Source: an optimization exercise on an open RTL-to-GDS flow (aim: small area, a short achievable clock period and few clock cycles per item). Production flows keep margins and buffers that such runs may drop.

==> inputs of build 83 <==
## ysyx_041461_MUL
module ysyx_041461_MUL(
    input  wire   [0:0]  clk             ,
    input  wire   [0:0]  rst             ,
    input  wire   [0:0]  MUL_valid_in    ,
    input  wire   [1:0]  MUL_signed      ,
    input  wire   [63:0] MUL_multiplicand,
    input  wire   [63:0] MUL_multiplier  ,
    output wire   [0:0]  MUL_valid_out   ,
    output wire   [63:0] MUL_result_hi   ,
    output wire   [63:0] MUL_result_lo
);
Settings: LEC_CHECK=0, ABC_AREA=1, CAP_MARGIN=20, CELL_PAD_IN_SITES_DETAIL_PLACEMENT=1, CELL_PAD_IN_SITES_GLOBAL_PLACEMENT=2, CORE_MARGIN=2, CORE_UTILIZATION=30, CTS_CLUSTER_DIAMETER=100, CTS_CLUSTER_SIZE=25, SETUP_SLACK_MARGIN=5, SLEW_MARGIN=20, SYNTH_HIERARCHICAL=1; clock period 8.0 ns.
run.sh (not shown) runs the stock make flow with config.mk's settings and CLKGATE_MAP_FILE= SYNTH_SCRIPT=/design/flow/synth_recipe.tcl, a recipe that flattens the netlist after the stock synthesis.
==> trial 78: changes against build 83 <==
--- a/flow/config.mk
+++ b/flow/config.mk
@@ -6,5 +6,4 @@
 export NUM_CORES = 4
 export LEC_CHECK = 0
-export ABC_AREA = 1
 export CAP_MARGIN = 20
 export CELL_PAD_IN_SITES_DETAIL_PLACEMENT = 1
==> results.txt <==
	trial 78	build 83
Number of cells on the worst reg-to-reg path	8	7
Routed via count	17000	17800
Slew at the pin with the worst max-slew slack	0.905 ns	0.914 ns
Clock buffer count from CTS	27	29
Syn-to-layout area delta	17.7%	19.3%
Nets	2814	3072
Seq. cell area	7790 µm²	7790 µm²
Number of logic stages on the critical path including buffering	8	1
Status	timing/DRC/antenna clean	timing/DRC/antenna clean
Highest clock frequency the design can meet	341 MHz	343 MHz
Area of all placed cells without fillers	28300 µm²	28800 µm²
Register share of the cell area	27.5%	27.0%
Hold Worst Slack	0.350 ns	0.350 ns
Register-to-register path setup slack	5.07 ns	5.10 ns
Critical path fanouts, max	32	2
Required arrival time at the worst endpoint	8.48 ns	6.40 ns
Number of post-CTS setup repair buffers	2	3
CP endpoint	C[9]$_DFF_P_	MUL_valid_out[0]
Global-route met2 utilization	34.7%	35.0%
Number of standard cells in the final layout excluding fillers	3403	3675
Number of cells produced by synthesis	2203	2374
Function was not checked in any run of this note: the RTL went through the layout flow alone.


==> try-indigo: inputs <==
Another version of the RTL of ysyx_041461_MUL (not shown whole).
Settings: LEC_CHECK=0, ABC_CLOCK_PERIOD_IN_PS=600, CAP_MARGIN=20, CELL_PAD_IN_SITES_DETAIL_PLACEMENT=1, CELL_PAD_IN_SITES_GLOBAL_PLACEMENT=2, CORE_MARGIN=2, CORE_UTILIZATION=30, SETUP_SLACK_MARGIN=5, SLEW_MARGIN=20, SYNTH_HIERARCHICAL=1; clock period 8.0 ns.
==> inputs of try-umber, as changes to try-indigo <==
- ABC_CLOCK_PERIOD_IN_PS: 600 -> 1500
==> comparison table <==
Total count of hold-check failures in the final report: try-umber 0; try-indigo 0
Data arrival time at the worst-slack endpoint: try-umber 3780 ps; try-indigo 3780 ps
Startpoint Class: try-umber register; try-indigo register
Hold_buf cts: try-umber 0; try-indigo 0
Non-Clock Inverter Count: try-umber 76; try-indigo 76
Run status: try-umber finished clean; try-indigo finished clean
Worst-case hold slack: try-umber 349 ps; try-indigo 349 ps
Number of H-tree branching levels: try-umber 2; try-indigo 2
Worst EP required: try-umber 8510 ps; try-indigo 8510 ps
Total negative slack for setup checks: try-umber 0 ps; try-indigo 0 ps
Synth cell types: try-umber 76; try-indigo 76
Total grt overflow: try-umber 0; try-indigo 0
Post-route non-filler standard cell count: try-umber 3752; try-indigo 3752
Placement Cell Area: try-umber 28500 µm²; try-indigo 28500 µm²
Via count of the first global-routing pass: try-umber 20773; try-indigo 20773
Slowest cell on the critical path: try-umber sky130_fd_sc_hd__a2111oi_4; try-indigo sky130_fd_sc_hd__a2111oi_4
Total routing resource utilization after global routing: try-umber 20.5%; try-indigo 20.5%
Count of input and output buffers: try-umber 261; try-indigo 261
Number of buffers on the longest clock path: try-umber 3; try-indigo 3
Filler cells: try-umber 9296; try-indigo 9296
ClkCell Share: try-umber 5.67%; try-indigo 5.67%
Area share of the leading cell type in the synthesized netlist: try-umber 28.1%; try-indigo 28.1%
No run of this note included a check of the RTL's function; only the layout flow was run.
